From an optimization exercise on the open Yosys and OpenROAD flow, aimed at small area; shortcuts taken in it are not production practice.
Function was checked by simulation only, so behaviour that the tests miss may differ from the original.
Power figures rest on the tool's default switching activity, not on a simulated workload.

== north ==
==> module uart_copro_top, before the edit <==
module uart_copro_top(
    input  clk,
    input  reset,
    input  rx,
    output tx,
    input  [1:0] mode
);
    localparam [1:0] IDLE = 2'd0, START = 2'd1, DATA = 2'd2, STOP = 2'd3;
    wire tick, bc1;
    baud_rate_generator BAUD (.clk(clk), .reset(reset), .tick(tick), .bc1(bc1));
    reg [5:0] ph;
    always @(posedge clk) ph <= ph + 6'd1;
    wire ph63 = &ph;
    reg [1:0] rs;
    reg [3:0] rt;
    reg [6:0] w;         
    reg       rxb;       
    reg       rpend;
    wire rt15 = &rt;
    wire rsample    = (rs == DATA) & tick & rt15;
    wire data_ready = (rs == STOP) & tick & rt15;
    wire [5:0] welem = w[6:1] ^ 6'h3C;    
    wire rwr = rpend & (ph == welem);
    always @(posedge clk) begin
        case (rs)
            IDLE:  if (~rx) begin rs <= START; rt <= 4'd0; end
            START: if (tick) begin
                       if (rt == 4'd7) begin rs <= DATA; rt <= 4'd0; end
                       else rt <= rt + 4'd1;
                   end
            DATA:  if (tick) begin
                       if (rt15) begin
                           rt <= 4'd0;
                           if (&w[2:0]) rs <= STOP;
                       end else rt <= rt + 4'd1;
                   end
            STOP:  if (tick) begin
                       if (rt15) rs <= IDLE;
                       else rt <= rt + 4'd1;
                   end
        endcase
        if (rsample) rxb <= rx;
        if (reset) begin
            rs    <= IDLE;
            w     <= 7'd0;
            rpend <= 1'b0;
        end else if (rsample) begin
            rpend <= 1'b1;
        end else if (rwr) begin
            rpend <= 1'b0;
            w     <= w + 7'd1;
        end
    end
    reg cflag;
    wire trig = cflag & bc1;
    always @(posedge clk)
        cflag <= ~reset & ((data_ready & (w == 7'd0)) | (cflag & ~bc1));
    reg [63:0] A0, A1, B0, B1, C0, C1;
    reg [3:0]  X0, X1;
    reg cpend, act, cy, fv1, fv2;
    reg [1:0] mL;
    wire a0 = A0[0], a1 = A1[0];
    wire b0 = B0[0] & fv1, b1 = B1[0] & fv1;
    wire c0 = C0[0] & fv2, c1 = C1[0] & fv2;
    wire s0 = a0 ^ b0 ^ cy;
    wire k0 = (a0 & b0) | (cy & (a0 ^ b0));
    wire s1 = a1 ^ b1 ^ k0;
    wire k1 = (a1 & b1) | (k0 & (a1 ^ b1));
    wire r0 = mL[0] ? a0 : mL[1] ? c0 : s0;
    wire r1 = mL[0] ? a1 : mL[1] ? c1 : s1;
    wire slot0 = (ph[5:2] == 4'd0);
    wire wra = act & ~slot0;     
    wire wrx = act & slot0;      
    always @(posedge clk) begin
        A0 <= {(rwr & ~w[0]) ? rxb : A0[0], A0[63:61], wra ? r0 : A0[60], A0[59:1]};
        A1 <= {(rwr &  w[0]) ? rxb : A1[0], A1[63:61], wra ? r1 : A1[60], A1[59:1]};
        X0 <= {wrx ? r0 : X0[0], X0[3:1]};
        X1 <= {wrx ? r1 : X1[0], X1[3:1]};
        B0 <= {act ? A0[0] : B0[0], B0[63:1]};
        B1 <= {act ? A1[0] : B1[0], B1[63:1]};
        C0 <= {act ? B0[0] : C0[0], C0[63:1]};
        C1 <= {act ? B1[0] : C1[0], C1[63:1]};
        cy <= act & k1;
        if (trig) mL <= mode;
        cpend <= ~reset & (trig | (cpend & ~ph63));
        act   <= ~reset & ((act & ~ph63) | (cpend & ph63));
        if (reset) begin
            fv1 <= 1'b0;
            fv2 <= 1'b0;
        end else if (act & ph63) begin
            fv1 <= 1'b1;
            fv2 <= fv1;
        end
    end
    reg [4:0] pd;
    reg [1:0] ts;
    reg [3:0] tt;
    reg [2:0] nb;
    reg [7:0] dr;
    wire tt15 = &tt;
    wire tx_done  = (ts == STOP) & tick & tt15;
    wire tx_start = (ts == IDLE) & ~(pd[4] & ~pd[0]) & ~trig;
    wire fetch = (ts == START) & (pd[4] | (ph[5:2] == pd[3:0]));
    always @(posedge clk) begin
        if (reset) begin pd[4] <= 1'b1; pd[0] <= 1'b0; end
        else if (trig) pd <= 5'd14;
        else if (tx_done) pd <= pd - 5'd1;
        if (fetch) begin
            dr[{ph[1:0], 1'b0}] <= pd[4] ? X0[0] : A0[0];
            dr[{ph[1:0], 1'b1}] <= pd[4] ? X1[0] : A1[0];
        end
        case (ts)
            IDLE:  if (tx_start) begin ts <= START; tt <= 4'd0; end
            START: if (tick) begin
                       if (tt15) begin ts <= DATA; tt <= 4'd0; nb <= 3'd0; end
                       else tt <= tt + 4'd1;
                   end
            DATA:  if (tick) begin
                       if (tt15) begin
                           tt <= 4'd0;
                           if (&nb) ts <= STOP; else nb <= nb + 3'd1;
                       end else tt <= tt + 4'd1;
                   end
            STOP:  if (tick) begin
                       if (tt15) ts <= IDLE;
                       else tt <= tt + 4'd1;
                   end
        endcase
        if (reset) ts <= IDLE;
    end
    assign tx = (ts == DATA) ? dr[nb] : (ts != START);
endmodule
clock: 10.0 ns
lec_check: 0
cap_margin: 20
core_margin: 2
core_utilization: 40
slew_margin: 20
run.sh (not shown) runs the stock make flow with config.mk's settings and CLKGATE_MAP_FILE= SYNTH_SCRIPT=/design/flow/synth_recipe.tcl, a recipe that flattens the netlist after the stock synthesis.
## Diff of input files: south against north
==> flow/design.v, changed modules only <==
module uart_copro_top(
    input  clk,
    input  reset,
    input  rx,
    output tx,
    input  [1:0] mode
);
    localparam [1:0] IDLE = 2'd0, START = 2'd1, DATA = 2'd2, STOP = 2'd3;
    wire tick, bc1;
    baud_rate_generator BAUD (.clk(clk), .reset(reset), .tick(tick), .bc1(bc1));
    reg [5:0] ph;
    always @(posedge clk) ph <= ph + 6'd1;
    wire ph63 = &ph;
    reg [1:0] rs;
    reg [3:0] rt;
    reg [6:0] w;         
    reg       rxb;       
    reg       rpend;
    wire rt15 = &rt;
    wire rsample    = (rs == DATA) & tick & rt15;
    wire data_ready = (rs == STOP) & tick & rt15;
    wire [5:0] welem = w[6:1] ^ 6'h3C;    
    wire rwr = rpend & (ph == welem);
    always @(posedge clk) begin
        case (rs)
            IDLE:  if (~rx) begin rs <= START; rt <= 4'd0; end
            START: if (tick) begin
                       if (rt == 4'd7) begin rs <= DATA; rt <= 4'd0; end
                       else rt <= rt + 4'd1;
                   end
            DATA:  if (tick) begin
                       if (rt15) begin
                           rt <= 4'd0;
                           if (&w[2:0]) rs <= STOP;
                       end else rt <= rt + 4'd1;
                   end
            STOP:  if (tick) begin
                       if (rt15) rs <= IDLE;
                       else rt <= rt + 4'd1;
                   end
        endcase
        if (rsample) rxb <= rx;
        if (reset) begin
            rs    <= IDLE;
            w     <= 7'd0;
            rpend <= 1'b0;
        end else if (rsample) begin
            rpend <= 1'b1;
        end else if (rwr) begin
            rpend <= 1'b0;
            w     <= w + 7'd1;
        end
    end
    reg cflag;
    wire trig = cflag & bc1;
    always @(posedge clk)
        cflag <= ~reset & ((data_ready & (w == 7'd0)) | (cflag & ~bc1));
    reg [63:0] A0, A1, B0, B1, C0, C1, R0, R1;
    reg cpend, act, cy, fv1, fv2;
    reg [1:0] mL;
    wire a0 = A0[0], a1 = A1[0];
    wire b0 = B0[0] & fv1, b1 = B1[0] & fv1;
    wire c0 = C0[0] & fv2, c1 = C1[0] & fv2;
    wire s0 = a0 ^ b0 ^ cy;
    wire k0 = (a0 & b0) | (cy & (a0 ^ b0));
    wire s1 = a1 ^ b1 ^ k0;
    wire k1 = (a1 & b1) | (k0 & (a1 ^ b1));
    wire r0 = mL[0] ? a0 : mL[1] ? c0 : s0;
    wire r1 = mL[0] ? a1 : mL[1] ? c1 : s1;
    always @(posedge clk) begin
        A0 <= {(rwr & ~w[0]) ? rxb : A0[0], A0[63:1]};
        A1 <= {(rwr &  w[0]) ? rxb : A1[0], A1[63:1]};
        B0 <= {act ? A0[0] : B0[0], B0[63:1]};
        B1 <= {act ? A1[0] : B1[0], B1[63:1]};
        C0 <= {act ? B0[0] : C0[0], C0[63:1]};
        C1 <= {act ? B1[0] : C1[0], C1[63:1]};
        R0 <= {act ? r0 : R0[0], R0[63:1]};
        R1 <= {act ? r1 : R1[0], R1[63:1]};
        cy <= act & k1;
        if (trig) mL <= mode;
        cpend <= ~reset & (trig | (cpend & ~ph63));
        act   <= ~reset & ((act & ~ph63) | (cpend & ph63));
        if (reset) begin
            fv1 <= 1'b0;
            fv2 <= 1'b0;
        end else if (act & ph63) begin
            fv1 <= 1'b1;
            fv2 <= fv1;
        end
    end
    reg [4:0] p;
    reg [1:0] ts;
    reg [3:0] tt;
    reg [2:0] nb;
    reg [7:0] dr;
    wire tt15 = &tt;
    wire tx_done  = (ts == STOP) & tick & tt15;
    wire tx_start = (ts == IDLE) & ~p[4] & ~trig;
    wire fetch = (ts == START) & ~cpend & ~act & (ph[5:2] == ~p[3:0]);
    always @(posedge clk) begin
        if (reset) p[4] <= 1'b1;
        else if (trig) p <= 5'd0;
        else if (tx_done) p <= p + 5'd1;
        if (fetch) begin
            dr[{ph[1:0], 1'b0}] <= R0[0];
            dr[{ph[1:0], 1'b1}] <= R1[0];
        end
        case (ts)
            IDLE:  if (tx_start) begin ts <= START; tt <= 4'd0; end
            START: if (tick) begin
                       if (tt15) begin ts <= DATA; tt <= 4'd0; nb <= 3'd0; end
                       else tt <= tt + 4'd1;
                   end
            DATA:  if (tick) begin
                       if (tt15) begin
                           tt <= 4'd0;
                           if (&nb) ts <= STOP; else nb <= nb + 3'd1;
                       end else tt <= tt + 4'd1;
                   end
            STOP:  if (tick) begin
                       if (tt15) ts <= IDLE;
                       else tt <= tt + 4'd1;
                   end
        endcase
        if (reset) ts <= IDLE;
    end
    assign tx = (ts == DATA) ? dr[nb] : (ts != START);
endmodule
Results
- south finished every step from synthesis to the final layout, and the layout passed the timing, DRC and antenna checks.
- south vs north — worst hold slack rose 0.0035 ns.
- south has more flip-flops than north.
- | aggregate global-route resource usage | south vs north | 0.49 points lower |
- south vs north on area added between synthesis and finish: south is the higher one.
- south: footprint of the flip-flops and latches is 26% higher than what north reported.
- Against north as the reference, south delivers a higher synthesized instance count.
- north → south: wire length increased about 15%, initial detailed-routing violation count increased about 40%, fmax increased about 1.1%, fraction of the cycle the final worst path needs decreased 0.47 points, half-perimeter wire length of the detailed placement result increased about 7%.
- The setup slack of south is larger than that of north.
- Higher combinational share of power among south and north: north

==> port drivers added, routing unchanged <==
The results above use ideal ports. As a check the final layouts listed here were re-extracted and re-timed, cells and wires unchanged.
Step 1 sets driving cells, clkbuf_16 on the clock port and buf_2 on the other inputs (assumed; they add their load-dependent delay and slew).
Step 2 adds t to the input delays and takes it off the output delays; t is the mean of the earliest and latest rising clock arrival at the registers after step 1. Input paths then give back, and output paths get back, about the clock's delay inside the block.
Slacks: ideal ports / drivers / drivers and shift; pairs: ideal ports / drivers.
run	shift t [ns]	setup slack, ns	hold WS [ns]	slew at the worst register clock pin (ns)
north	0.565	5.758 / 5.712 / 6.158	0.312 / 0.312 / 0.312	0.07 / 0.07
south	0.583	5.805 / 5.759 / 6.213	0.315 / 0.315 / 0.315	0.06 / 0.06
After both steps setup and hold are still met in every run listed.
